What follows belongs to an exercise in optimizing a design on an open flow for small area, a short achievable clock period and few clock cycles; a production flow would make more cautious choices.
RTL that was checked went through simulation tests only; none was proved equivalent to the original.
For runs 2 to 4, only the layout was checked, not whether the RTL still works.
Power and IR drop assume default switching activity.

==> design/flow/design.v <==
module adder(
    input clk,
    input reset,
    input [31:0] a,
    input [31:0] b,
    input available,
    input [4:0] exception_f,
    output [31:0] sum,
    output done
    );
    wire [7:0] ae = a[30:23];
    wire [7:0] be = b[30:23];
    wire [7:0] ep = ~(ae ^ be);
    wire [7:0] eg = ae & ~be;
    wire eg0 = eg[1] | ((ep[1] & ae[0]) & ~be[0]);
    wire ep0 = ep[1] & ep[0];
    wire eg1 = eg[2] | ((ep[2] & ae[1]) & ~be[1]);
    wire ep1 = ep[2] & ep[1];
    wire eg2 = eg[3] | ((ep[3] & ae[2]) & ~be[2]);
    wire ep2 = ep[3] & ep[2];
    wire eg3 = eg[4] | ((ep[4] & ae[3]) & ~be[3]);
    wire ep3 = ep[4] & ep[3];
    wire eg4 = eg[5] | ((ep[5] & ae[4]) & ~be[4]);
    wire ep4 = ep[5] & ep[4];
    wire eg5 = eg[6] | ((ep[6] & ae[5]) & ~be[5]);
    wire ep5 = ep[6] & ep[5];
    wire eg6 = eg[7] | ((ep[7] & ae[6]) & ~be[6]);
    wire ep6 = ep[7] & ep[6];
    wire eg7 = eg1 | ((ep1 & ae[0]) & ~be[0]);
    wire ep7 = ep1 & ep[0];
    wire eg8 = eg2 | (ep2 & eg0);
    wire ep8 = ep2 & ep0;
    wire eg9 = eg3 | (ep3 & eg1);
    wire ep9 = ep3 & ep1;
    wire eg10 = eg4 | (ep4 & eg2);
    wire ep10 = ep4 & ep2;
    wire eg11 = eg5 | (ep5 & eg3);
    wire ep11 = ep5 & ep3;
    wire eg12 = eg6 | (ep6 & eg4);
    wire ep12 = ep6 & ep4;
    wire eg13 = eg9 | ((ep9 & ae[0]) & ~be[0]);
    wire ep13 = ep9 & ep[0];
    wire eg14 = eg10 | (ep10 & eg0);
    wire ep14 = ep10 & ep0;
    wire eg15 = eg11 | (ep11 & eg7);
    wire ep15 = ep11 & ep7;
    wire eg16 = eg12 | (ep12 & eg8);
    wire ep16 = ep12 & ep8;
    wire co = eg16;
    wire [7:0] d;
    assign d[0] = ~ep[0];
    assign d[1] = co ? (ep[1] ^ (eg[0] | ep[0])) : ~(ep[1] ^ eg[0]);
    assign d[2] = co ? (ep[2] ^ (eg0 | ep0)) : ~(ep[2] ^ eg0);
    assign d[3] = co ? (ep[3] ^ (eg7 | ep7)) : ~(ep[3] ^ eg7);
    assign d[4] = co ? (ep[4] ^ (eg8 | ep8)) : ~(ep[4] ^ eg8);
    assign d[5] = co ? (ep[5] ^ (eg13 | ep13)) : ~(ep[5] ^ eg13);
    assign d[6] = co ? (ep[6] ^ (eg14 | ep14)) : ~(ep[6] ^ eg14);
    assign d[7] = co ? (ep[7] ^ (eg15 | ep15)) : ~(ep[7] ^ eg15);
    wire swap = ~co;
    wire [22:0] ma = swap ? b[22:0] : a[22:0];
    wire [22:0] mb = swap ? a[22:0] : b[22:0];
    wire big = (|d[7:5]) | (d[4] & d[3]) | (d[4] & d[2] & d[1] & d[0]);
    wire [23:0] sh = big ? 24'd0 : ({1'b1, mb} >> d[4:0]);
    reg swap_r;
    reg [23:0] sh_r;    
    reg [22:0] p;
    reg [22:0] g;
    always @(posedge clk) begin
       swap_r <= swap;
       p <= ma ^ sh[22:0];
       g <= ma & sh[22:0];
       sh_r[23] <= sh[23];
    end
    wire [7:0] ea = swap_r ? be : ae;
    wire z = sh_r[23];
    wire mg17 = g[1] | (p[1] & g[0]);
    wire mg18 = g[2] | (p[2] & g[1]);
    wire mp18 = p[2] & p[1];
    wire mg19 = g[3] | (p[3] & g[2]);
    wire mp19 = p[3] & p[2];
    wire mg20 = g[4] | (p[4] & g[3]);
    wire mp20 = p[4] & p[3];
    wire mg21 = g[5] | (p[5] & g[4]);
    wire mp21 = p[5] & p[4];
    wire mg22 = g[6] | (p[6] & g[5]);
    wire mp22 = p[6] & p[5];
    wire mg23 = g[7] | (p[7] & g[6]);
    wire mp23 = p[7] & p[6];
    wire mg24 = g[8] | (p[8] & g[7]);
    wire mp24 = p[8] & p[7];
    wire mg25 = g[9] | (p[9] & g[8]);
    wire mp25 = p[9] & p[8];
    wire mg26 = g[10] | (p[10] & g[9]);
    wire mp26 = p[10] & p[9];
    wire mg27 = g[11] | (p[11] & g[10]);
    wire mp27 = p[11] & p[10];
    wire mg28 = g[12] | (p[12] & g[11]);
    wire mp28 = p[12] & p[11];
    wire mg29 = g[13] | (p[13] & g[12]);
    wire mp29 = p[13] & p[12];
    wire mg30 = g[14] | (p[14] & g[13]);
    wire mp30 = p[14] & p[13];
    wire mg31 = g[15] | (p[15] & g[14]);
    wire mp31 = p[15] & p[14];
    wire mg32 = g[16] | (p[16] & g[15]);
    wire mp32 = p[16] & p[15];
    wire mg33 = g[17] | (p[17] & g[16]);
    wire mp33 = p[17] & p[16];
    wire mg34 = g[18] | (p[18] & g[17]);
    wire mp34 = p[18] & p[17];
    wire mg35 = g[19] | (p[19] & g[18]);
    wire mp35 = p[19] & p[18];
    wire mg36 = g[20] | (p[20] & g[19]);
    wire mp36 = p[20] & p[19];
    wire mg37 = g[21] | (p[21] & g[20]);
    wire mp37 = p[21] & p[20];
    wire mg38 = g[22] | (p[22] & g[21]);
    wire mp38 = p[22] & p[21];
    wire mg39 = mg18 | (mp18 & g[0]);
    wire mg40 = mg19 | (mp19 & mg17);
    wire mg41 = mg20 | (mp20 & mg18);
    wire mp41 = mp20 & mp18;
    wire mg42 = mg21 | (mp21 & mg19);
    wire mp42 = mp21 & mp19;
    wire mg43 = mg22 | (mp22 & mg20);
    wire mp43 = mp22 & mp20;
    wire mg44 = mg23 | (mp23 & mg21);
    wire mp44 = mp23 & mp21;
    wire mg45 = mg24 | (mp24 & mg22);
    wire mp45 = mp24 & mp22;
    wire mg46 = mg25 | (mp25 & mg23);
    wire mp46 = mp25 & mp23;
    wire mg47 = mg26 | (mp26 & mg24);
    wire mp47 = mp26 & mp24;
    wire mg48 = mg27 | (mp27 & mg25);
    wire mp48 = mp27 & mp25;
    wire mg49 = mg28 | (mp28 & mg26);
    wire mp49 = mp28 & mp26;
    wire mg50 = mg29 | (mp29 & mg27);
    wire mp50 = mp29 & mp27;
    wire mg51 = mg30 | (mp30 & mg28);
    wire mp51 = mp30 & mp28;
    wire mg52 = mg31 | (mp31 & mg29);
    wire mp52 = mp31 & mp29;
    wire mg53 = mg32 | (mp32 & mg30);
    wire mp53 = mp32 & mp30;
    wire mg54 = mg33 | (mp33 & mg31);
    wire mp54 = mp33 & mp31;
    wire mg55 = mg34 | (mp34 & mg32);
    wire mp55 = mp34 & mp32;
    wire mg56 = mg35 | (mp35 & mg33);
    wire mp56 = mp35 & mp33;
    wire mg57 = mg36 | (mp36 & mg34);
    wire mp57 = mp36 & mp34;
    wire mg58 = mg37 | (mp37 & mg35);
    wire mp58 = mp37 & mp35;
    wire mg59 = mg38 | (mp38 & mg36);
    wire mp59 = mp38 & mp36;
    wire mg60 = mg41 | (mp41 & g[0]);
    wire mg61 = mg42 | (mp42 & mg17);
    wire mg62 = mg43 | (mp43 & mg39);
    wire mg63 = mg44 | (mp44 & mg40);
    wire mg64 = mg45 | (mp45 & mg41);
    wire mp64 = mp45 & mp41;
    wire mg65 = mg46 | (mp46 & mg42);
    wire mp65 = mp46 & mp42;
    wire mg66 = mg47 | (mp47 & mg43);
    wire mp66 = mp47 & mp43;
    wire mg67 = mg48 | (mp48 & mg44);
    wire mp67 = mp48 & mp44;
    wire mg68 = mg49 | (mp49 & mg45);
    wire mp68 = mp49 & mp45;
    wire mg69 = mg50 | (mp50 & mg46);
    wire mp69 = mp50 & mp46;
    wire mg70 = mg51 | (mp51 & mg47);
    wire mp70 = mp51 & mp47;
    wire mg71 = mg52 | (mp52 & mg48);
    wire mp71 = mp52 & mp48;
    wire mg72 = mg53 | (mp53 & mg49);
    wire mp72 = mp53 & mp49;
    wire mg73 = mg54 | (mp54 & mg50);
    wire mp73 = mp54 & mp50;
    wire mg74 = mg55 | (mp55 & mg51);
    wire mp74 = mp55 & mp51;
    wire mg75 = mg56 | (mp56 & mg52);
    wire mp75 = mp56 & mp52;
    wire mg76 = mg57 | (mp57 & mg53);
    wire mp76 = mp57 & mp53;
    wire mg77 = mg58 | (mp58 & mg54);
    wire mp77 = mp58 & mp54;
    wire mg78 = mg59 | (mp59 & mg55);
    wire mp78 = mp59 & mp55;
    wire mg79 = mg64 | (mp64 & g[0]);
    wire mg80 = mg65 | (mp65 & mg17);
    wire mg81 = mg66 | (mp66 & mg39);
    wire mg82 = mg67 | (mp67 & mg40);
    wire mg83 = mg68 | (mp68 & mg60);
    wire mg84 = mg69 | (mp69 & mg61);
    wire mg85 = mg70 | (mp70 & mg62);
    wire mg86 = mg71 | (mp71 & mg63);
    wire mg87 = mg72 | (mp72 & mg64);
    wire mp87 = mp72 & mp64;
    wire mg88 = mg73 | (mp73 & mg65);
    wire mp88 = mp73 & mp65;
    wire mg89 = mg74 | (mp74 & mg66);
    wire mp89 = mp74 & mp66;
    wire mg90 = mg75 | (mp75 & mg67);
    wire mp90 = mp75 & mp67;
    wire mg91 = mg76 | (mp76 & mg68);
    wire mp91 = mp76 & mp68;
    wire mg92 = mg77 | (mp77 & mg69);
    wire mp92 = mp77 & mp69;
    wire mg93 = mg78 | (mp78 & mg70);
    wire mp93 = mp78 & mp70;
    wire mg94 = mg87 | (mp87 & g[0]);
    wire mg95 = mg88 | (mp88 & mg17);
    wire mg96 = mg89 | (mp89 & mg39);
    wire mg97 = mg90 | (mp90 & mg40);
    wire mg98 = mg91 | (mp91 & mg60);
    wire mg99 = mg92 | (mp92 & mg61);
    wire mg100 = mg93 | (mp93 & mg62);
    wire [23:0] t;
    assign t[0] = p[0];
    assign t[1] = p[1] ^ g[0];
    assign t[2] = p[2] ^ mg17;
    assign t[3] = p[3] ^ mg39;
    assign t[4] = p[4] ^ mg40;
    assign t[5] = p[5] ^ mg60;
    assign t[6] = p[6] ^ mg61;
    assign t[7] = p[7] ^ mg62;
    assign t[8] = p[8] ^ mg63;
    assign t[9] = p[9] ^ mg79;
    assign t[10] = p[10] ^ mg80;
    assign t[11] = p[11] ^ mg81;
    assign t[12] = p[12] ^ mg82;
    assign t[13] = p[13] ^ mg83;
    assign t[14] = p[14] ^ mg84;
    assign t[15] = p[15] ^ mg85;
    assign t[16] = p[16] ^ mg86;
    assign t[17] = p[17] ^ mg94;
    assign t[18] = p[18] ^ mg95;
    assign t[19] = p[19] ^ mg96;
    assign t[20] = p[20] ^ mg97;
    assign t[21] = p[21] ^ mg98;
    assign t[22] = p[22] ^ mg99;
    assign t[23] = mg100;
    wire c = t[23];
    wire norm = z | c;
    assign sum = norm ? {a[31], ea + 8'd1, z & c, t[22:1]} : {a[31], ea, t[22:0]};
    reg done_reg;
    always @(posedge clk or posedge reset) begin
       if (reset) done_reg <= 1'b0;
       else done_reg <= available;
    end
    assign done = done_reg;
endmodule
==> design/flow/flow/run.sh <==
#!/bin/bash
# Standard layout, with the I/O port buffers made from a plain buffer cell
# instead of the delay cell the resizer picks by default.
export BUFFER_PORTS_ARGS="-buffer_cell sky130_fd_sc_hd__buf_1"
bash standard.sh > standard.log 2>&1
==> design/flow/standard.sh <==
#!/bin/bash
# synth_recipe.tcl (not shown) runs the flow's synth.tcl, then flattens the netlist and writes it again
# the make line also repeats each setting of config.mk as NAME=value (left out here)
make -C /OpenROAD-flow-scripts/flow DESIGN_CONFIG=/design/flow/config.mk WORK_HOME=/design/flow/orfs CLKGATE_MAP_FILE= SYNTH_SCRIPT=/design/flow/synth_recipe.tcl "${@:-finish}"
==> design/flow/config.mk <==
export PLATFORM = sky130hd
export DESIGN_NAME = adder
export DESIGN_NICKNAME = adder
export VERILOG_FILES = /design/flow/design.v
export SDC_FILE = /design/flow/constraint.sdc
export NUM_CORES = 4
export LEC_CHECK = 0
export ABC_AREA = 1
export CAP_MARGIN = 20
export CORE_MARGIN = 2
export CORE_UTILIZATION = 40
export CTS_BUF_LIST = sky130_fd_sc_hd__clkbuf_4 sky130_fd_sc_hd__clkbuf_8
export SLEW_MARGIN = 20
==> design/flow/constraint.sdc <==
create_clock -name core_clock -period 4.0 [get_ports {clk}]
set_input_delay 0.8000 -clock core_clock [delete_from_list [all_inputs] [get_ports {clk}]]
set_output_delay 0.8000 -clock core_clock [all_outputs]
set_load 0.01 [all_outputs]
==> reports/qor_table.md, run 1 <==
| Group | Item | Value |
|---|---|---|
| run status | Result of the run | no timing/DRC/antenna violations |
| floorplan | Total I/O pin count | 105 |
| clocking | Clk pin slew, worst setup/hold paths | 0.08 ns |
| synth | Count of state elements after synthesis | 49 |
| floorplan | Die footprint | 14600 sq um |
| global routing | Number of global-route vias before repair | 5311 |
| synth | Most used flip-flop cell after synthesis | dfxtp_1 |
| global routing | Initial antenna violation count | 0 |
| clocking | Count of buffers added by post-CTS timing repair for setup | 0 |
| detailed routing | Ratio of routed vias to standard cells | 5.02 |
| timing | Share of the clock period used by the worst path | 85.2% |
| detailed routing | Remaining routing DRC violations | 0 |
| power and ir drop | Register share of total power | 28.7% |
| synth | Number of nets produced by synthesis | 1047 |
| critical path | Startpoint types | flop |
| final layout | Syn-to-layout area delta | 10.9% |
| global routing | Wire length of the first global-routing pass | 25300 microns |
| global routing | Pin count of the biggest net entering global routing | 58 |
| synth | Fraction of registers with async set/reset | 2.04% |
| power and ir drop | Worst voltage drop across the vdd grid | 0.154 mV |
| synth | Share of the synthesized area in the top cell type | 20.6% |
| timing | Total negative setup slack | 0 ns |
| critical path | Crit. End Element | output port |
| floorplan | Site row count | 42 |
| clocking | CTS tree | yes |
| place | Weighted congestion reported at the end of routability-driven placement | 0.938 |
| clocking | Number of resized instances in the post-cts repair step | 0 |
| detailed routing | Number of detailed-route iterations in the first pass | 5 |
| final layout | Area of all placed cells without fillers | 6050 sq um |
| critical path | Crit path DAT | 2.61 ns |
| synth | Number of enable flip-flop cells after synthesis | 0 |
| floorplan | Height of the die | 121 microns |
| clocking | Number of buffers inserted during clock tree synthesis | 5 |
| global routing | Total global routing overflow | 0 |
| timing | Highest clock rate | 0.293 GHz |
| detailed routing | Routed wire length | 15300 microns |
| critical path | Required time of the critical path | 3.20 ns |
| final layout | Most common cell after layout, fill and taps aside | nand2_1 |
| synth | Combined area of all synthesized cells | 5460 sq um |
| synth | Largest cells by area after synthesis | nand2_1 21%, dfxtp_1 18%, nand3_1 17% |
| global routing | Met1 routing resource usage after global routing | 31.5% |
| synth | Post-synthesis area per instance | 5.80 sq um |
| synth | Number of cells produced by synthesis | 941 |
| detailed routing | Iter 0 DRT Violations | 398 |
| timing | Slack of the critical path | 0.593 ns |
| synth | Post-synthesis cell type with the largest combined area | nand2_1 |
| timing | Least-Margin Pin Slew | 0.706 ns |
| clocking | Library cell used as clock root buffer | clkbuf_8 |
| hold path | Class of the worst hold path | in2async |
| power and ir drop | Static leakage power | 3.06 nW |
| synth | Sequential cell area fraction in the yosys report | 18.1% |
| critical path | Critical path fanouts, max | 24 |
| power and ir drop | Sw Share | 49.5% |
| global routing | Total track usage | 21.1% |
| critical path | Startpoint-to-endpoint class of the critical path | reg2out |
| clocking | Hold-fix buffers at CTS | 0 |
| place | Instance area at placement | 5960 sq um |
| clocking | Longest Clk Path Bufs | 2 |
| run | Number of max-cap violations | 0 |
| power and ir drop | Internal power | 1.14 mW |
| final layout | Number of nets in the layout | 1125 |
| timing | Time the final worst path needs with I/O delays and setup | 3.41 ns |
| global routing | Routing usage on met3 | 0.802% |
| final layout | Antenna cells | 0 |
| place | Worst Setup Slack post-DPL | 0.323 ns |
| timing | Number of slew-limit violations in the final report | 0 |
| power and ir drop | Clock network fraction of design power | 12.5% |
| detailed routing | Post-detailed-route wirelength per cell | 12.8 microns |
| timing | Setup repair after global routing missed its margin | false |
| synth | Count of distinct cell types in the synthesized netlist | 43 |
| clocking | Sinks on the clock net | 49 |
| timing | Worst slew margin relative to its limit | 52.4% |
| global routing | GRT Max-Usage Layer | met2 |
| floorplan | Initial standard-cell utilization of the core | 41.0% |
| power and ir drop | Combinational cell fraction of total power | 58.8% |
| place | I/O Buffers | 96 |
| final layout | Commonest cells after routing, fill and taps aside | 299 x nand2_1, 188 x nand3_1, 96 x buf_1 |
| floorplan | Area of the core region | 13300 sq um |
| clocking | CTS H-Tree Depth | 2 |
| power and ir drop | Net switching power figure | 1.12 mW |
| detailed routing | ANT nets after route | 0 |
| final layout | Post-layout util | 45.5% |
| power and ir drop | Areal power density over the cells | 374 nW/um^2 |
| detailed routing | Vias after detailed routing | 5999 |
| timing | Hold violation total from the final report | 0 |
| final layout | Fraction of layout instances using a drive strength above 1 | 5.00% |
| global routing | GR met2 Demand/Resource | 33.3% |
| floorplan | Die boundary width | 121 microns |
| timing | Finish-stage setup viols | 0 |
| synth | Yosys warns | 1 |
| place | Post-DP HPWL | 12700 microns |
-- final timing paths --
| check | startpoint | to | slack (ns) | cells past startpoint |
|---|---|---|---|---|
| worst max-delay path | p[2] | sum[20] | 0.59 | 12 |
| worst min-delay path | reset | done_reg | 0.30 | 2 |
| max in group asynchronous | reset | done_reg | 3.62 | 2 |
| min in group core_clock | available | done_reg | 0.60 | 1 |
-- routing by layer --
metal / wire [microns] / share of wire, %
met2: 6650 / 43
met4: 247 / 1.6
met3: 601 / 3.9
met1: 7850 / 51
met5: 0 / 0
-- cells in the mapped netlist, drive strengths merged, types with 3 or more instances --
master  instances
xnor2          15
o21ai          58
nor4            3
buf            24
a31oi           6
nand3b          7
nor3            7
ha             34
inv            92
clkbuf         14
nand2         307
dfxtp          48
xor2           13
nor2           60
nand4           8
nand3         189
or2             4
a21oi          29
o21bai          7
-- through the flow --
step	total power [mW]	hold slack, ns	cells
2_1_floorplan	1.63	0.529	941
3_3_place_gp	1.98	0.606	1188
3_5_place_dp	1.99	0.613	1188
4_1_cts	2.27	0.288	1196
5_1_grt	2.49	0.307	1196
6_report	2.26	0.295	1196
-- critical path, stage by stage, from the launching register on --
cell	delay (ns)
dfxtp_1	0.36
a21o_1	0.20
nand2_1	0.05
nand2_1	0.09
a21oi_1	0.30
nor2_1	0.10
o2111ai_1	0.27
nand2_1	0.12
nor2_2	0.19
buf_4	0.28
nand3_1	0.12
nand2_1	0.07
buf_1	0.15
-- cell type report --
| type | instances | area, sq um |
|---|---|---|
| multi-input combinational | 761 | 3930 |
| clock buffer | 6 | 76.3 |
| inverter | 93 | 354 |
| fill | 1482 | 7240 |
| timing repair buffer | 109 | 470 |
| sequential | 49 | 986 |
| tap | 176 | 220 |
| clock inverter | 2 | 15.0 |
-- cells by family (layout without fill, tap and decap cells) --
logic type,after synthesis,in the layout,share of synthesized area [%]
buffers and inverters,131,210,9.95
AO/OA/AOI/OAI,112,112,11.9
AND/OR/NAND/NOR,587,587,47.5
XOR/XNOR,28,28,4.84
flip-flops,49,49,18.1
adder cells (fa/ha/maj),34,34,7.80
-- power by group through the flow --
stage / logic, mW / clock network (mW) / registers [mW]
after floorplan: 1.00 / 0 / 0.630
final: 1.33 / 0.283 / 0.650
after global routing: 1.52 / 0.309 / 0.660
after CTS: 1.33 / 0.290 / 0.648
after global placement: 1.32 / 0 / 0.661
after detailed placement: 1.33 / 0 / 0.660
Testbench counts, summed over its fixed seeds: cycles 6,392.
==> run 2: changes to the inputs <==
--- a/design/flow/design.v
+++ b/design/flow/design.v
@@ -65,10 +65,10 @@
     reg [23:0] sh_r;    
-    reg [22:0] p;
-    reg [22:0] g;
+    reg [22:0] ma_r;
     always @(posedge clk) begin
        swap_r <= swap;
-       p <= ma ^ sh[22:0];
-       g <= ma & sh[22:0];
-       sh_r[23] <= sh[23];
+       ma_r <= ma;
+       sh_r <= sh;
     end
+    wire [22:0] p = ma_r ^ sh_r[22:0];
+    wire [22:0] g = ma_r & sh_r[22:0];
     wire [7:0] ea = swap_r ? be : ae;
==> run 2 against run 1 <==
Still clean. Sequential share of layout area grew 0.70 points. Via count shrank 2.2%. Fmax shrank 7.7%. Non-clock buffer count shrank 2. Die area shrank 3.4%. Final cell count shrank 4.8%. Global-route usage grew 0.80 points. First-iteration DRC count grew 20%. Core utilization grew 0.084 points. Design area shrank 4.1%. Critical endpoint is now sum[17]. Largest cell class unchanged. Highest routed layer unchanged.
==> reports/qor_table.md, run 2 <==
| Group | Item | Value |
|---|---|---|
| floorplan | Height of the die | 119 microns |
| power and ir drop | Clock network fraction of design power | 12.0% |
| hold path | Class of the worst hold path | in2async |
| power and ir drop | Worst voltage drop across the vdd grid | 0.150 mV |
| synth | Area share of and/or/nand/nor cells after synthesis | 48.1% |
| global routing | Wire length of the first global-routing pass | 25700 microns |
| final layout | Syn-to-layout area delta | 10.2% |
| clocking | CTS H-Tree Depth | 2 |
| synth | Number of enable flip-flop cells after synthesis | 0 |
| synth | Largest cells by area after synthesis | nand2_1 20%, nand3_1 19%, dfxtp_1 18% |
| floorplan | Die footprint | 14100 sq um |
| place | Instance area at placement | 5720 sq um |
| synth | Yosys warns | 1 |
| synth | Most numerous cell types in the synthesized netlist | 276 x nand2_1, 196 x nand3_1, 66 x inv_1 |
| synth | Fraction of registers with async set/reset | 2.04% |
| synth | Count of state elements after synthesis | 49 |
| timing | Worst slew margin relative to its limit | 56.4% |
| final layout | Commonest cells after routing, fill and taps aside | 276 x nand2_1, 196 x nand3_1, 96 x buf_1 |
| final layout | Number of flip-flops in the largest register | 24 |
| place | Post-DP HPWL | 12700 microns |
| final layout | Area of all placed cells without fillers | 5800 sq um |
| synth | Sequential cell area fraction in the yosys report | 18.7% |
| final layout | Largest reg by FF count | sh_r |
| clocking | Number of buffers inserted during clock tree synthesis | 5 |
| synth | Synthesized-area fraction occupied by ao, oa, aoi and oai cells | 11.4% |
| detailed routing | Iter 0 DRT Violations | 478 |
| global routing | Total track usage | 21.8% |
| synth | Combined area of all synthesized cells | 5260 sq um |
| synth | Post-synthesis cell type with the largest combined area | nand2_1 |
| clocking | Library cell used as clock root buffer | clkbuf_8 |
| final layout | Filler Cell Count | 1441 |
| clocking | CTS tree | yes |
| global routing | Pin count of the biggest net entering global routing | 39 |
| power and ir drop | Combinational cell fraction of total power | 62.0% |
| synth | Share of the synthesized area in the top cell type | 19.7% |
| floorplan | Die boundary width | 119 microns |
| timing | Least-Margin Pin Slew | 0.647 ns |
| power and ir drop | Static leakage power | 2.88 nW |
| power and ir drop | Internal power | 1.14 mW |
| clocking | Longest Clk Path Bufs | 2 |
| timing | Time the final worst path needs with I/O delays and setup | 3.69 ns |
| final layout | Number of nets in the layout | 1073 |
| final layout | Fraction of layout instances using a drive strength above 1 | 5.69% |
| floorplan | Initial standard-cell utilization of the core | 41.4% |
| synth | Largest family of logic cells by synthesized area | simple AND/OR/NAND/NOR gates |
| clocking | Sinks on the clock net | 49 |
| detailed routing | ANT nets after route | 0 |
| detailed routing | Routed wire length | 15300 microns |
| detailed routing | Number of detailed-route iterations in the first pass | 5 |
| timing | Number of slew-limit violations in the final report | 0 |
| synth | Count of distinct cell types in the synthesized netlist | 43 |
| floorplan | Total I/O pin count | 105 |
| global routing | Total global routing overflow | 0 |
| floorplan | Area of the core region | 12700 sq um |
| timing | Setup repair after global routing missed its margin | false |
| critical path | Startpoint-to-endpoint class of the critical path | reg2out |
| synth | Share of the synthesized netlist area taken by xor and xnor gates | 4.49% |
| global routing | Number of global-route vias before repair | 5290 |
| critical path | Critical path fanouts, max | 4 |
| final layout | Post-layout util | 45.6% |
| timing | Share of the clock period used by the worst path | 92.3% |
| run status | Result of the run | no timing/DRC/antenna violations |
| synth | Number of cells produced by synthesis | 893 |
| power and ir drop | Net switching power figure | 1.09 mW |
| synth | Most used flip-flop cell after synthesis | dfxtp_1 |
| run | Number of max-cap violations | 0 |
| global routing | Initial antenna violation count | 0 |
| power and ir drop | Areal power density over the cells | 383 nW/um^2 |
| floorplan | Site row count | 41 |
| power and ir drop | Register share of total power | 26.0% |
| place | Weighted congestion reported at the end of routability-driven placement | 0.905 |
| detailed routing | Ratio of routed vias to standard cells | 5.15 |
| place | Placed Instances | 1132 |
| clocking | Clk pin slew, worst setup/hold paths | 0.08 ns |
| final layout | Most common cell after layout, fill and taps aside | nand2_1 |
| detailed routing | Remaining routing DRC violations | 0 |
| critical path | Startpoint types | flop |
| final layout | Final standard cell count with taps included and fillers excluded | 1139 |
| synth | Post-synthesis mux area share | 0% |
| timing | Total negative setup slack | 0 ns |
| final layout | Antenna cells | 0 |
| timing | Finish-stage setup viols | 0 |
| timing | Highest clock rate | 0.271 GHz |
| timing | Hold violation total from the final report | 0 |
| power and ir drop | Sw Share | 48.9% |
| synth | Number of nets produced by synthesis | 999 |
| critical path | Crit path DAT | 2.89 ns |
| detailed routing | Vias after detailed routing | 5868 |
| synth | Post-synthesis adder-cell area fraction | 8.22% |
| place | I/O Buffers | 96 |
| detailed routing | Post-detailed-route wirelength per cell | 13.5 microns |
| critical path | Required time of the critical path | 3.20 ns |
| synth | Most instantiated library cell after synthesis | nand2_1 |
| synth | Post-synthesis area per instance | 5.89 sq um |
| critical path | Crit. End Element | output port |
[run 2: cell count changes after synthesis, sizes merged, moves of 7 or more]
| cell | delta |
|---|---|
| inv | -22 |
| xnor2 | -7 |
| o21ai | -10 |
| a21oi | +10 |
| nand3 | +8 |
| nand2 | -20 |
[run 2: path summary, 6_finish.rpt]
path                            from        to  slack (ns)  cells after the start
max                          sh_r[0]   sum[17]        0.31                     12
min                            reset  done_reg        0.30                      2
max in group asynchronous      reset  done_reg        3.61                      2
min in group core_clock    available  done_reg        0.61                      1
[run 2: kinds of logic (layout without fill, tap and decap cells)]
kind of cell	after synthesis	after routing
AND/OR/NAND/NOR	565	565
buffers and inverters	111	185
AO/OA/AOI/OAI	107	107
flip-flops	49	49
adder cells (fa/ha/maj)	34	34
XOR/XNOR	27	27
[run 2: area by class of cell]
cell class,count,area (sq um),share of cell area (%)
clock buffer,6,76.3,1.32
inverter,71,274,4.72
timing repair buffer,107,443,7.63
multi-input combinational,733,3800,65.5
clock inverter,1,5.00,0.0863
sequential,49,986,17.0
tap,172,215,3.71
[run 2: metal layers]
layer	global-route usage, %	share of wire [%]	vias to the layer above
li1	-	-	3102
met1	32.8	51	2575
met2	32.9	42	168
met3	1.45	5.0	23
met4	6.99	2.4	0
met5	0	0	-
[run 2: critical path, stage by stage, from the launching register on]
cell and delay (ns):
dfxtp_1 0.31, ha_1 0.22, fa_1 0.41, nand3_1 0.09, nand2_1 0.12, a21boi_1 0.25, o21ai_0 0.19, a21oi_1 0.30
o21bai_1 0.13, or2_2 0.30, nand3_1 0.08, o21ai_0 0.07, buf_1 0.14
[run 2: power by group through the flow]
stage	registers [mW]	logic, mW	clock network [mW]
6_report	0.578	1.38	0.267
5_1_grt	0.585	1.58	0.293
4_1_cts	0.580	1.37	0.277
3_5_place_dp	0.591	1.37	0
3_3_place_gp	0.590	1.37	0
2_1_floorplan	0.577	1.04	0
[run 2: through the flow]
step / setup slack, ns / hold WS, ns / total power, mW
2_1_floorplan: 0.889 / 0.529 / 1.62
3_3_place_gp: 0.352 / 0.606 / 1.96
3_5_place_dp: 0.341 / 0.607 / 1.96
4_1_cts: 0.184 / 0.286 / 2.23
5_1_grt: 0.0151 / 0.285 / 2.46
6_report: 0.306 / 0.301 / 2.22
[run 2: timing repair]
item / CTS / global route
resized for setup: 0 / 2
endpoints found under the setup margin: 0 / 15
buffers inserted: 0 / 0
hold buffers: 0 / 0
==> run 3: changes to the inputs <==
--- a/design/flow/design.v
+++ b/design/flow/design.v
@@ -12,20 +12,20 @@
     wire [7:0] be = b[30:23];
-    wire [7:0] ep = ~(ae ^ be);
     wire [7:0] eg = ae & ~be;
-    wire eg0 = eg[1] | ((ep[1] & ae[0]) & ~be[0]);
-    wire ep0 = ep[1] & ep[0];
-    wire eg1 = eg[2] | ((ep[2] & ae[1]) & ~be[1]);
-    wire ep1 = ep[2] & ep[1];
-    wire eg2 = eg[3] | ((ep[3] & ae[2]) & ~be[2]);
-    wire ep2 = ep[3] & ep[2];
-    wire eg3 = eg[4] | ((ep[4] & ae[3]) & ~be[3]);
-    wire ep3 = ep[4] & ep[3];
-    wire eg4 = eg[5] | ((ep[5] & ae[4]) & ~be[4]);
-    wire ep4 = ep[5] & ep[4];
-    wire eg5 = eg[6] | ((ep[6] & ae[5]) & ~be[5]);
-    wire ep5 = ep[6] & ep[5];
-    wire eg6 = eg[7] | ((ep[7] & ae[6]) & ~be[6]);
-    wire ep6 = ep[7] & ep[6];
+    wire [7:0] ek = ae | ~be;
+    wire eg0 = eg[1] | ((ek[1] & ae[0]) & ~be[0]);
+    wire ep0 = ek[1] & ek[0];
+    wire eg1 = eg[2] | ((ek[2] & ae[1]) & ~be[1]);
+    wire ep1 = ek[2] & ek[1];
+    wire eg2 = eg[3] | ((ek[3] & ae[2]) & ~be[2]);
+    wire ep2 = ek[3] & ek[2];
+    wire eg3 = eg[4] | ((ek[4] & ae[3]) & ~be[3]);
+    wire ep3 = ek[4] & ek[3];
+    wire eg4 = eg[5] | ((ek[5] & ae[4]) & ~be[4]);
+    wire ep4 = ek[5] & ek[4];
+    wire eg5 = eg[6] | ((ek[6] & ae[5]) & ~be[5]);
+    wire ep5 = ek[6] & ek[5];
+    wire eg6 = eg[7] | ((ek[7] & ae[6]) & ~be[6]);
+    wire ep6 = ek[7] & ek[6];
     wire eg7 = eg1 | ((ep1 & ae[0]) & ~be[0]);
-    wire ep7 = ep1 & ep[0];
+    wire ep7 = ep1 & ek[0];
     wire eg8 = eg2 | (ep2 & eg0);
@@ -41,3 +41,3 @@
     wire eg13 = eg9 | ((ep9 & ae[0]) & ~be[0]);
-    wire ep13 = ep9 & ep[0];
+    wire ep13 = ep9 & ek[0];
     wire eg14 = eg10 | (ep10 & eg0);
@@ -50,10 +50,17 @@
     wire [7:0] d;
-    assign d[0] = ~ep[0];
-    assign d[1] = co ? (ep[1] ^ (eg[0] | ep[0])) : ~(ep[1] ^ eg[0]);
-    assign d[2] = co ? (ep[2] ^ (eg0 | ep0)) : ~(ep[2] ^ eg0);
-    assign d[3] = co ? (ep[3] ^ (eg7 | ep7)) : ~(ep[3] ^ eg7);
-    assign d[4] = co ? (ep[4] ^ (eg8 | ep8)) : ~(ep[4] ^ eg8);
-    assign d[5] = co ? (ep[5] ^ (eg13 | ep13)) : ~(ep[5] ^ eg13);
-    assign d[6] = co ? (ep[6] ^ (eg14 | ep14)) : ~(ep[6] ^ eg14);
-    assign d[7] = co ? (ep[7] ^ (eg15 | ep15)) : ~(ep[7] ^ eg15);
+    assign d[0] = ae[0] ^ be[0];
+    wire dx1 = co ? ~(eg[0] | ek[0]) : eg[0];
+    assign d[1] = ae[1] ^ (be[1] ^ dx1);
+    wire dx2 = co ? ~(eg0 | ep0) : eg0;
+    assign d[2] = ae[2] ^ (be[2] ^ dx2);
+    wire dx3 = co ? ~(eg7 | ep7) : eg7;
+    assign d[3] = ae[3] ^ (be[3] ^ dx3);
+    wire dx4 = co ? ~(eg8 | ep8) : eg8;
+    assign d[4] = ae[4] ^ (be[4] ^ dx4);
+    wire dx5 = co ? ~(eg13 | ep13) : eg13;
+    assign d[5] = ae[5] ^ (be[5] ^ dx5);
+    wire dx6 = co ? ~(eg14 | ep14) : eg14;
+    assign d[6] = ae[6] ^ (be[6] ^ dx6);
+    wire dx7 = co ? ~(eg15 | ep15) : eg15;
+    assign d[7] = ae[7] ^ (be[7] ^ dx7);
     wire swap = ~co;
@@ -65,10 +72,10 @@
     reg [23:0] sh_r;    
-    reg [22:0] ma_r;
+    reg [22:0] p;
+    reg [22:0] g;
     always @(posedge clk) begin
        swap_r <= swap;
-       ma_r <= ma;
-       sh_r <= sh;
+       p <= ma ^ sh[22:0];
+       g <= ma & sh[22:0];
+       sh_r[23] <= sh[23];
     end
-    wire [22:0] p = ma_r ^ sh_r[22:0];
-    wire [22:0] g = ma_r & sh_r[22:0];
     wire [7:0] ea = swap_r ? be : ae;
==> run 3 against run 2 <==
Global-route usage fell by 1.2 points. Synthesized area rose by 6.1%. Core utilization fell by 1.0 points. Hold slack got worse by 0.0049 ns. Clock power rose by 26%. Sequential power rose by 6.9%. Final cell count rose by 9.5%. First-iteration DRC count fell by 8.4%. Largest cell class unchanged. Largest power group unchanged.
==> reports/qor_table.md, run 3 <==
| Group | Item | Value |
|---|---|---|
| synth | Count of state elements after synthesis | 49 |
| place | I/O Buffers | 96 |
| global routing | Total track usage | 20.7% |
| detailed routing | ANT nets after route | 0 |
| power and ir drop | Sw Share | 46.3% |
| synth | Number of nets produced by synthesis | 1092 |
| power and ir drop | Net switching power figure | 0.973 mW |
| critical path | Required time of the critical path | 3.20 ns |
| synth | Combined area of all synthesized cells | 5590 sq um |
| global routing | Wire length of the first global-routing pass | 25300 microns |
| final layout | Syn-to-layout area delta | 9.95% |
| final layout | Post-layout util | 44.6% |
| detailed routing | Routed wire length | 15300 microns |
| final layout | Antenna cells | 0 |
| floorplan | Die footprint | 14900 sq um |
| floorplan | Height of the die | 122 microns |
| floorplan | Site row count | 43 |
| detailed routing | Remaining routing DRC violations | 0 |
| synth | Count of distinct cell types in the synthesized netlist | 39 |
| synth | Largest cells by area after synthesis | nand2_1 25%, dfxtp_1 17%, nand3_1 15% |
| final layout | Number of nets in the layout | 1166 |
| synth | Share of the synthesized area in the top cell type | 25.1% |
| clocking | Clk pin slew, worst setup/hold paths | 0.09 ns |
| clocking | Longest Clk Path Bufs | 2 |
| clocking | CTS H-Tree Depth | 2 |
| clocking | CTS tree | yes |
| clocking | Count of buffers added by post-CTS timing repair for setup | 0 |
| global routing | Number of global-route vias before repair | 5349 |
| power and ir drop | Static leakage power | 3.25 nW |
| run | Number of max-cap violations | 0 |
| timing | Number of slew-limit violations in the final report | 0 |
| clocking | Sinks on the clock net | 49 |
| timing | Setup repair after global routing missed its margin | false |
| timing | Highest clock rate | 0.284 GHz |
| timing | Least-Margin Pin Slew | 0.701 ns |
| final layout | Fraction of layout instances using a drive strength above 1 | 7.40% |
| synth | Post-synthesis area per instance | 5.63 sq um |
| floorplan | Area of the core region | 13800 sq um |
| critical path | Crit. End Element | output port |
| synth | Most instantiated library cell after synthesis | nand2_1 |
| final layout | Most common cell after layout, fill and taps aside | nand2_1 |
| timing | Time the final worst path needs with I/O delays and setup | 3.52 ns |
| synth | Post-synthesis cell type with the largest combined area | nand2_1 |
| floorplan | Total I/O pin count | 105 |
| detailed routing | Number of detailed-route iterations in the first pass | 5 |
| power and ir drop | Register share of total power | 29.4% |
| detailed routing | Post-detailed-route wirelength per cell | 12.2 microns |
| final layout | Area of all placed cells without fillers | 6140 sq um |
| timing | Hold violation total from the final report | 0 |
| synth | Sequential cell area fraction in the yosys report | 17.7% |
| detailed routing | Vias after detailed routing | 6205 |
| critical path | Crit path DAT | 2.72 ns |
| detailed routing | Iter 0 DRT Violations | 438 |
| clocking | Hold-fix buffers at CTS | 0 |
| critical path | Startpoint-to-endpoint class of the critical path | reg2out |
| critical path | Startpoint types | flop |
| global routing | Initial antenna violation count | 0 |
| clocking | Number of buffers inserted during clock tree synthesis | 5 |
| detailed routing | Ratio of routed vias to standard cells | 4.98 |
| critical path | Critical path fanouts, max | 15 |
| synth | Most used flip-flop cell after synthesis | dfxtp_1 |
| clocking | Number of resized instances in the post-cts repair step | 0 |
| floorplan | Die boundary width | 122 microns |
| timing | Total negative setup slack | 0 ns |
| place | Weighted congestion reported at the end of routability-driven placement | 0.945 |
| global routing | Pin count of the biggest net entering global routing | 38 |
| place | Instance area at placement | 6030 sq um |
| timing | Finish-stage setup viols | 0 |
| power and ir drop | Internal power | 1.13 mW |
| power and ir drop | Areal power density over the cells | 342 nW/um^2 |
| run status | Result of the run | no timing/DRC/antenna violations |
| synth | Number of cells produced by synthesis | 992 |
| power and ir drop | Clock network fraction of design power | 16.1% |
| clocking | Library cell used as clock root buffer | clkbuf_8 |
| synth | Yosys warns | 1 |
| final layout | Final standard cell count with taps included and fillers excluded | 1247 |
| timing | Worst slew margin relative to its limit | 52.8% |
| synth | Most numerous cell types in the synthesized netlist | 374 x nand2_1, 163 x nand3_1, 79 x inv_1 |
| power and ir drop | Worst voltage drop across the vdd grid | 0.145 mV |
| synth | Number of enable flip-flop cells after synthesis | 0 |
| place | Post-DP HPWL | 12400 microns |
| final layout | Commonest cells after routing, fill and taps aside | 374 x nand2_1, 163 x nand3_1, 96 x buf_1 |
| place | Placed Instances | 1239 |
| global routing | Total global routing overflow | 0 |
| floorplan | Initial standard-cell utilization of the core | 40.6% |
| power and ir drop | Combinational cell fraction of total power | 54.5% |
| hold path | Class of the worst hold path | in2async |
| synth | Fraction of registers with async set/reset | 2.04% |
| timing | Share of the clock period used by the worst path | 88.0% |
-- run 3: cell count changes in the layout (fill, tap and decap cells not counted), moves of 8 or more --
cell,previous run,this run
inv_1,65,79
nand2_1,276,374
nand3_1,196,163
nand3b_1,3,15
nor2_1,46,55
or2_2,5,13
-- run 3: final timing paths --
check / from / endpoint / slack [ns] / cells past startpoint
max: p[12] / sum[30] / 0.48 / 10
min: reset / done_reg / 0.30 / 2
max in group asynchronous: reset / done_reg / 3.62 / 2
min in group core_clock: available / done_reg / 0.60 / 1
-- run 3: per-stage QoR --
step / setup slack, ns / hold WS (ns) / power (mW)
6_report: 0.481 / 0.296 / 2.10
2_1_floorplan: 1.23 / 0.529 / 1.48
4_1_cts: 0.427 / 0.291 / 2.10
3_3_place_gp: 0.432 / 0.606 / 1.76
5_1_grt: 0.159 / 0.294 / 2.30
3_5_place_dp: 0.414 / 0.614 / 1.76
-- run 3: area by class of cell --
| type | count | area [sq um] |
|---|---|---|
| multi-input cells | 811 | 4010 |
| well taps | 180 | 225 |
| clock inverters | 2 | 35.0 |
| clock buffers | 6 | 76.3 |
| inverters | 89 | 339 |
| repair buffers | 110 | 465 |
| fillers | 1591 | 7630 |
| flip-flops and latches | 49 | 986 |
-- run 3: routing by layer --
metal  up-vias  wire [microns]  GRT usage [%]
met4         0             147           3.74
met5         -               0              0
met3        10             744           1.45
met1      2701            8110           32.3
met2       158            6270           31.0
li1       3336               -              -
-- run 3: worst max-delay path: stages, from the launching register on --
cell and delay, ns:
dfxtp_1 0.36, a21oi_1 0.31, nor2_1 0.07, nor2_1 0.10, o21ai_0 0.15, a221oi_1 0.33
nand3b_1 0.39, buf_4 0.32, nand2_1 0.08, xor2_1 0.16, buf_1 0.17
-- run 3: power groups by stage --
stage	registers [mW]	clock network, mW	logic [mW]
3_3_place_gp	0.630	0	1.13
4_1_cts	0.617	0.346	1.14
5_1_grt	0.630	0.362	1.31
3_5_place_dp	0.629	0	1.13
2_1_floorplan	0.607	0	0.877
6_report	0.618	0.337	1.14
-- run 3: cells by family after synthesis --
family                     share of synthesized area, %
and+or+nand+nor                                    53.4
DFF                                                17.7
AOI/OAI and AO/OA                                  8.92
xor gates and xnor gates                           3.29
buffers and inverters                              10.5
adders and majority gates                          6.27
==> run 4: changes to the inputs <==
--- a/design/flow/design.v
+++ b/design/flow/design.v
@@ -12,20 +12,20 @@
     wire [7:0] be = b[30:23];
+    wire [7:0] ep = ~(ae ^ be);
     wire [7:0] eg = ae & ~be;
-    wire [7:0] ek = ae | ~be;
-    wire eg0 = eg[1] | ((ek[1] & ae[0]) & ~be[0]);
-    wire ep0 = ek[1] & ek[0];
-    wire eg1 = eg[2] | ((ek[2] & ae[1]) & ~be[1]);
-    wire ep1 = ek[2] & ek[1];
-    wire eg2 = eg[3] | ((ek[3] & ae[2]) & ~be[2]);
-    wire ep2 = ek[3] & ek[2];
-    wire eg3 = eg[4] | ((ek[4] & ae[3]) & ~be[3]);
-    wire ep3 = ek[4] & ek[3];
-    wire eg4 = eg[5] | ((ek[5] & ae[4]) & ~be[4]);
-    wire ep4 = ek[5] & ek[4];
-    wire eg5 = eg[6] | ((ek[6] & ae[5]) & ~be[5]);
-    wire ep5 = ek[6] & ek[5];
-    wire eg6 = eg[7] | ((ek[7] & ae[6]) & ~be[6]);
-    wire ep6 = ek[7] & ek[6];
+    wire eg0 = eg[1] | ((ep[1] & ae[0]) & ~be[0]);
+    wire ep0 = ep[1] & ep[0];
+    wire eg1 = eg[2] | ((ep[2] & ae[1]) & ~be[1]);
+    wire ep1 = ep[2] & ep[1];
+    wire eg2 = eg[3] | ((ep[3] & ae[2]) & ~be[2]);
+    wire ep2 = ep[3] & ep[2];
+    wire eg3 = eg[4] | ((ep[4] & ae[3]) & ~be[3]);
+    wire ep3 = ep[4] & ep[3];
+    wire eg4 = eg[5] | ((ep[5] & ae[4]) & ~be[4]);
+    wire ep4 = ep[5] & ep[4];
+    wire eg5 = eg[6] | ((ep[6] & ae[5]) & ~be[5]);
+    wire ep5 = ep[6] & ep[5];
+    wire eg6 = eg[7] | ((ep[7] & ae[6]) & ~be[6]);
+    wire ep6 = ep[7] & ep[6];
     wire eg7 = eg1 | ((ep1 & ae[0]) & ~be[0]);
-    wire ep7 = ep1 & ek[0];
+    wire ep7 = ep1 & ep[0];
     wire eg8 = eg2 | (ep2 & eg0);
@@ -41,3 +41,3 @@
     wire eg13 = eg9 | ((ep9 & ae[0]) & ~be[0]);
-    wire ep13 = ep9 & ek[0];
+    wire ep13 = ep9 & ep[0];
     wire eg14 = eg10 | (ep10 & eg0);
@@ -50,17 +50,10 @@
     wire [7:0] d;
-    assign d[0] = ae[0] ^ be[0];
-    wire dx1 = co ? ~(eg[0] | ek[0]) : eg[0];
-    assign d[1] = ae[1] ^ (be[1] ^ dx1);
-    wire dx2 = co ? ~(eg0 | ep0) : eg0;
-    assign d[2] = ae[2] ^ (be[2] ^ dx2);
-    wire dx3 = co ? ~(eg7 | ep7) : eg7;
-    assign d[3] = ae[3] ^ (be[3] ^ dx3);
-    wire dx4 = co ? ~(eg8 | ep8) : eg8;
-    assign d[4] = ae[4] ^ (be[4] ^ dx4);
-    wire dx5 = co ? ~(eg13 | ep13) : eg13;
-    assign d[5] = ae[5] ^ (be[5] ^ dx5);
-    wire dx6 = co ? ~(eg14 | ep14) : eg14;
-    assign d[6] = ae[6] ^ (be[6] ^ dx6);
-    wire dx7 = co ? ~(eg15 | ep15) : eg15;
-    assign d[7] = ae[7] ^ (be[7] ^ dx7);
+    assign d[0] = ~ep[0];
+    assign d[1] = co ? (ep[1] ^ (eg[0] | ep[0])) : ~(ep[1] ^ eg[0]);
+    assign d[2] = co ? (ep[2] ^ (eg0 | ep0)) : ~(ep[2] ^ eg0);
+    assign d[3] = co ? (ep[3] ^ (eg7 | ep7)) : ~(ep[3] ^ eg7);
+    assign d[4] = co ? (ep[4] ^ (eg8 | ep8)) : ~(ep[4] ^ eg8);
+    assign d[5] = co ? (ep[5] ^ (eg13 | ep13)) : ~(ep[5] ^ eg13);
+    assign d[6] = co ? (ep[6] ^ (eg14 | ep14)) : ~(ep[6] ^ eg14);
+    assign d[7] = co ? (ep[7] ^ (eg15 | ep15)) : ~(ep[7] ^ eg15);
     wire swap = ~co;
@@ -72,56 +65,55 @@
     reg [23:0] sh_r;    
-    reg [22:0] p;
-    reg [22:0] g;
     always @(posedge clk) begin
        swap_r <= swap;
-       p <= ma ^ sh[22:0];
-       g <= ma & sh[22:0];
-       sh_r[23] <= sh[23];
+       sh_r <= sh;
     end
+    wire [22:0] ma_in = swap_r ? b[22:0] : a[22:0];
+    wire [22:0] p = ma_in ^ sh_r[22:0];
+    wire [22:0] g = ma_in & sh_r[22:0];
     wire [7:0] ea = swap_r ? be : ae;
     wire z = sh_r[23];
-    wire mg17 = g[1] | (p[1] & g[0]);
-    wire mg18 = g[2] | (p[2] & g[1]);
+    wire mg17 = g[1] | ((p[1] & ma_in[0]) & sh_r[0]);
+    wire mg18 = g[2] | ((p[2] & ma_in[1]) & sh_r[1]);
     wire mp18 = p[2] & p[1];
-    wire mg19 = g[3] | (p[3] & g[2]);
+    wire mg19 = g[3] | ((p[3] & ma_in[2]) & sh_r[2]);
     wire mp19 = p[3] & p[2];
-    wire mg20 = g[4] | (p[4] & g[3]);
+    wire mg20 = g[4] | ((p[4] & ma_in[3]) & sh_r[3]);
     wire mp20 = p[4] & p[3];
-    wire mg21 = g[5] | (p[5] & g[4]);
+    wire mg21 = g[5] | ((p[5] & ma_in[4]) & sh_r[4]);
     wire mp21 = p[5] & p[4];
-    wire mg22 = g[6] | (p[6] & g[5]);
+    wire mg22 = g[6] | ((p[6] & ma_in[5]) & sh_r[5]);
     wire mp22 = p[6] & p[5];
-    wire mg23 = g[7] | (p[7] & g[6]);
+    wire mg23 = g[7] | ((p[7] & ma_in[6]) & sh_r[6]);
     wire mp23 = p[7] & p[6];
-    wire mg24 = g[8] | (p[8] & g[7]);
+    wire mg24 = g[8] | ((p[8] & ma_in[7]) & sh_r[7]);
     wire mp24 = p[8] & p[7];
-    wire mg25 = g[9] | (p[9] & g[8]);
+    wire mg25 = g[9] | ((p[9] & ma_in[8]) & sh_r[8]);
     wire mp25 = p[9] & p[8];
-    wire mg26 = g[10] | (p[10] & g[9]);
+    wire mg26 = g[10] | ((p[10] & ma_in[9]) & sh_r[9]);
     wire mp26 = p[10] & p[9];
-    wire mg27 = g[11] | (p[11] & g[10]);
+    wire mg27 = g[11] | ((p[11] & ma_in[10]) & sh_r[10]);
     wire mp27 = p[11] & p[10];
-    wire mg28 = g[12] | (p[12] & g[11]);
+    wire mg28 = g[12] | ((p[12] & ma_in[11]) & sh_r[11]);
     wire mp28 = p[12] & p[11];
-    wire mg29 = g[13] | (p[13] & g[12]);
+    wire mg29 = g[13] | ((p[13] & ma_in[12]) & sh_r[12]);
     wire mp29 = p[13] & p[12];
-    wire mg30 = g[14] | (p[14] & g[13]);
+    wire mg30 = g[14] | ((p[14] & ma_in[13]) & sh_r[13]);
     wire mp30 = p[14] & p[13];
-    wire mg31 = g[15] | (p[15] & g[14]);
+    wire mg31 = g[15] | ((p[15] & ma_in[14]) & sh_r[14]);
     wire mp31 = p[15] & p[14];
-    wire mg32 = g[16] | (p[16] & g[15]);
+    wire mg32 = g[16] | ((p[16] & ma_in[15]) & sh_r[15]);
     wire mp32 = p[16] & p[15];
-    wire mg33 = g[17] | (p[17] & g[16]);
+    wire mg33 = g[17] | ((p[17] & ma_in[16]) & sh_r[16]);
     wire mp33 = p[17] & p[16];
-    wire mg34 = g[18] | (p[18] & g[17]);
+    wire mg34 = g[18] | ((p[18] & ma_in[17]) & sh_r[17]);
     wire mp34 = p[18] & p[17];
-    wire mg35 = g[19] | (p[19] & g[18]);
+    wire mg35 = g[19] | ((p[19] & ma_in[18]) & sh_r[18]);
     wire mp35 = p[19] & p[18];
-    wire mg36 = g[20] | (p[20] & g[19]);
+    wire mg36 = g[20] | ((p[20] & ma_in[19]) & sh_r[19]);
     wire mp36 = p[20] & p[19];
-    wire mg37 = g[21] | (p[21] & g[20]);
+    wire mg37 = g[21] | ((p[21] & ma_in[20]) & sh_r[20]);
     wire mp37 = p[21] & p[20];
-    wire mg38 = g[22] | (p[22] & g[21]);
+    wire mg38 = g[22] | ((p[22] & ma_in[21]) & sh_r[21]);
     wire mp38 = p[22] & p[21];
-    wire mg39 = mg18 | (mp18 & g[0]);
+    wire mg39 = mg18 | ((mp18 & ma_in[0]) & sh_r[0]);
     wire mg40 = mg19 | (mp19 & mg17);
@@ -165,3 +157,3 @@
     wire mp59 = mp38 & mp36;
-    wire mg60 = mg41 | (mp41 & g[0]);
+    wire mg60 = mg41 | ((mp41 & ma_in[0]) & sh_r[0]);
     wire mg61 = mg42 | (mp42 & mg17);
@@ -199,3 +191,3 @@
     wire mp78 = mp59 & mp55;
-    wire mg79 = mg64 | (mp64 & g[0]);
+    wire mg79 = mg64 | ((mp64 & ma_in[0]) & sh_r[0]);
     wire mg80 = mg65 | (mp65 & mg17);
@@ -221,3 +213,3 @@
     wire mp93 = mp78 & mp70;
-    wire mg94 = mg87 | (mp87 & g[0]);
+    wire mg94 = mg87 | ((mp87 & ma_in[0]) & sh_r[0]);
     wire mg95 = mg88 | (mp88 & mg17);
@@ -255,3 +247,10 @@
     wire norm = z | c;
-    assign sum = norm ? {a[31], ea + 8'd1, z & c, t[22:1]} : {a[31], ea, t[22:0]};
+    wire [7:0] eall;
+    assign eall[0] = 1'b1;
+    genvar k;
+    generate for (k = 1; k < 8; k = k + 1) begin : inc
+       assign eall[k] = &ea[k-1:0];
+    end endgenerate
+    wire [7:0] es = ea ^ ({8{norm}} & eall);
+    assign sum = norm ? {a[31], es, z & c, t[22:1]} : {a[31], es, t[22:0]};
     reg done_reg;
==> run 4 against run 3 <==
Still clean on timing, DRC and antenna. Final cell count fell by 4.0%. Critical path depth rose by 4. Synthesized cell count fell by 6.5%. Die area fell by 4.1%. Largest cell class unchanged.
==> reports/qor_table.md, run 4 <==
| Group | Item | Value |
|---|---|---|
| floorplan | Height of the die | 120 microns |
| final layout | Syn-to-layout area delta | 11.1% |
| run | Number of max-cap violations | 0 |
| final layout | Antenna cells | 0 |
| synth | Number of enable flip-flop cells after synthesis | 0 |
| power and ir drop | Areal power density over the cells | 313 nW/um^2 |
| final layout | Area of all placed cells without fillers | 5940 sq um |
| clocking | Library cell used as clock root buffer | clkbuf_8 |
| synth | Combined area of all synthesized cells | 5350 sq um |
| floorplan | Total I/O pin count | 105 |
| power and ir drop | Overall power after layout | 1.86 mW |
| clocking | Number of buffers inserted during clock tree synthesis | 3 |
| critical path | Buffer and inverter count on the worst path | 5 |
| critical path | Largest stage delay on the critical path | 0.32 ns |
| timing | Worst hold slack across all endpoints | 0.329 ns |
| final layout | Post-layout util | 45.2% |
| timing | Hold violation total from the final report | 0 |
| critical path | Required time of the critical path | 3.20 ns |
| hold path | Class of the worst hold path | in2async |
| global routing | Wire length of the first global-routing pass | 27800 microns |
| floorplan | Area of the core region | 13100 sq um |
| detailed routing | ANT nets after route | 0 |
| power and ir drop | Static leakage power | 3.04 nW |
| global routing | Number of global-route vias before repair | 5674 |
| critical path | Crit path DAT | 3.09 ns |
| synth | Post-synthesis cell type with the largest combined area | nand3_1 |
| final layout | Final standard cell count with taps included and fillers excluded | 1197 |
| critical path | Startpoint-to-endpoint class of the critical path | in2out |
| clocking | CTS tree | yes |
| detailed routing | Routed wire length | 17200 microns |
| critical path | List of cells traversed by the critical path | buf_1 -> inv_1 -> o21ai_1 -> ha_1 -> nand2_1 -> nor2_1 -> inv_1 -> nor4_4 -> buf_4 -> a21oi_4 -> nand3b_4 -> ha_1 -> xnor2_1 -> buf_1 |
| run status | Result of the run | no timing/DRC/antenna violations |
| power and ir drop | Worst voltage drop across the vdd grid | 0.126 mV |
| synth | Share of the synthesized area in the top cell type | 19.8% |
| global routing | Initial antenna violation count | 0 |
| detailed routing | Vias after detailed routing | 6275 |
| final layout | Most common cell after layout, fill and taps aside | nand2_1 |
| critical path | Largest delay contributor family on the critical path | buffers and inverters |
| synth | Most instantiated library cell after synthesis | nand2_1 |
| clocking | CTS H-Tree Depth | 1 |
| synth | Yosys warns | 1 |
| timing | Time the final worst path needs with I/O delays and setup | 3.89 ns |
| detailed routing | Remaining routing DRC violations | 0 |
| synth | Most used flip-flop cell after synthesis | dfxtp_1 |
| critical path | Crit. End Element | output port |
| detailed routing | Ratio of routed vias to standard cells | 5.24 |
| final layout | Filler Cell Count | 1477 |
| final layout | Fraction of layout instances using a drive strength above 1 | 11.8% |
| critical path | Startpoint types | primary input |
| synth | Post-synthesis area per instance | 5.77 sq um |
| synth | Fraction of registers with async set/reset | 3.85% |
| global routing | Total global routing overflow | 0 |
| clocking | Clk pin slew, worst setup/hold paths | 0.08 ns |
| detailed routing | Post-detailed-route wirelength per cell | 14.4 microns |
| timing | Share of the clock period used by the worst path | 97.1% |
| final layout | Number of nets in the layout | 1127 |
| synth | Sequential cell area fraction in the yosys report | 9.82% |
| clocking | Hold-fix buffers at CTS | 0 |
| floorplan | Die boundary width | 120 microns |
| final layout | Commonest cells after routing, fill and taps aside | 251 x nand2_1, 212 x nand3_1, 99 x inv_1 |
| final layout | Number of flip-flops in the largest register | 24 |
| critical path | Slowest CP cell | ha_1 |
| place | Post-DP HPWL | 14200 microns |
| timing | Finish-stage setup viols | 0 |
| floorplan | Initial standard-cell utilization of the core | 40.7% |
| timing | Highest clock rate | 0.257 GHz |
| clocking | Sinks on the clock net | 26 |
| synth | Count of state elements after synthesis | 26 |
| place | I/O Buffers | 96 |
| synth | Number of cells produced by synthesis | 928 |
| clocking | Longest Clk Path Bufs | 2 |
| global routing | Total track usage | 23.7% |
| timing | Least-Margin Pin Slew | 0.393 ns |
| synth | Count of distinct cell types in the synthesized netlist | 48 |
| floorplan | Site row count | 42 |
| place | Placed Instances | 1190 |
| place | Instance area at placement | 5830 sq um |
| detailed routing | Iter 0 DRT Violations | 494 |
| detailed routing | Number of detailed-route iterations in the first pass | 7 |
| timing | Number of slew-limit violations in the final report | 0 |
| critical path | Critical path fanouts, max | 5 |
| synth | Largest cells by area after synthesis | nand3_1 20%, nand2_1 18%, dfxtp_1 9.4% |
| synth | Most numerous cell types in the synthesized netlist | 251 x nand2_1, 212 x nand3_1, 99 x inv_1 |
| timing | Worst slew margin relative to its limit | 73.6% |
| synth | Number of nets produced by synthesis | 1033 |
| global routing | Pin count of the biggest net entering global routing | 26 |
| place | Weighted congestion reported at the end of routability-driven placement | 0.943 |
| floorplan | Die footprint | 14300 sq um |
[run 4: logic make-up (layout without fill, tap and decap cells)]
logic type	count (synthesis)	after routing	synth area share, %
flip-flops	26	26	9.82
adder cells (fa/ha/maj)	33	33	7.72
XOR/XNOR	26	26	4.26
AO/OA/AOI/OAI	109	109	13.8
AND/OR/NAND/NOR	588	589	50.3
buffers and inverters	145	237	13.9
multiplexers	1	1	0.210
[run 4: power breakdown]
group	switching, mW	leakage [nW]	internal [mW]	total (mW)
Clock	0.0709	0.0262	0.0777	0.149
Sequential	0.0141	0.214	0.279	0.293
Combinational	0.935	2.80	0.486	1.42
Total	1.02	3.04	0.843	1.86
[run 4: final timing paths]
path                           start  endpoint  slack (ns)  cells after the start
max                            a[18]   sum[24]        0.11                     14
min                            reset  done_reg        0.33                      2
max in group asynchronous      reset  done_reg        3.58                      2
min in group core_clock    available  done_reg        0.63                      1
[run 4: timing repair]
item                                    CTS  global route
endpoints found under the setup margin    0            28
setup buffers                             0             2
resized for setup                         0            11
[run 4: final cells by class]
class | count | area [sq um] | area share (%)
Sequential cell | 26 | 529 | 8.90
Multi-Input combinational cell | 758 | 4120 | 69.2
Clock buffer | 4 | 48.8 | 0.821
Inverter | 106 | 408 | 6.86
Timing Repair Buffer | 127 | 622 | 10.5
Tap cell | 176 | 220 | 3.70
[run 4: per-layer routing]
layer / global-route usage (%) / part of all wire (%) / vias to the layer above
li1: - / - / 3265
met1: 33.0 / 47 / 2803
met2: 40.2 / 47 / 172
met3: 1.62 / 4.1 / 35
met4: 5.22 / 2.7 / 0
met5: 0 / 0 / -
[run 4: through the flow]
step	setup WS, ns	setup TNS [ns]
3_3_place_gp	0.141	0
6_report	0.114	0
2_1_floorplan	0.484	0
4_1_cts	0.0220	0
3_5_place_dp	0.0664	0
5_1_grt	-0.00803	-0.0140

==> separate check: timing with driven ports <==
How much do the figures lean on ideal ports? The routed layouts below were timed once more, with nothing changed but the port constraints.
Step 1 assumes that a clkbuf_16 drives the clock port and a buf_2 every other input.
Step 2 also shifts input and output timing later by t, the mid clock arrival at the registers, as if the neighbouring blocks saw the same clock.
a / b / c = no drivers / after step 1 / after step 2; a / b = the first two.
run | shift t [ns] | setup WS [ns] | worst setup path after step 2 | latest minus earliest clock arrival (ns)
run 1 | 0.318 | 0.593 / 0.567 / 0.327 | input to register | 0.006 / 0.006
run 2 | 0.312 | 0.306 / 0.279 / 0.305 | input to register | 0.004 / 0.003
run 3 | 0.316 | 0.481 / 0.449 / 0.334 | input to register | 0.012 / 0.013
run 4 | 0.289 | 0.114 / 0.092 / 0.092 | input to output | 0.002 / 0.002
After both steps setup and hold are still met in every run listed. The setup slack of run 1, which loses most, moves by -0.026 ns with the drivers and by -0.266 ns with both steps.
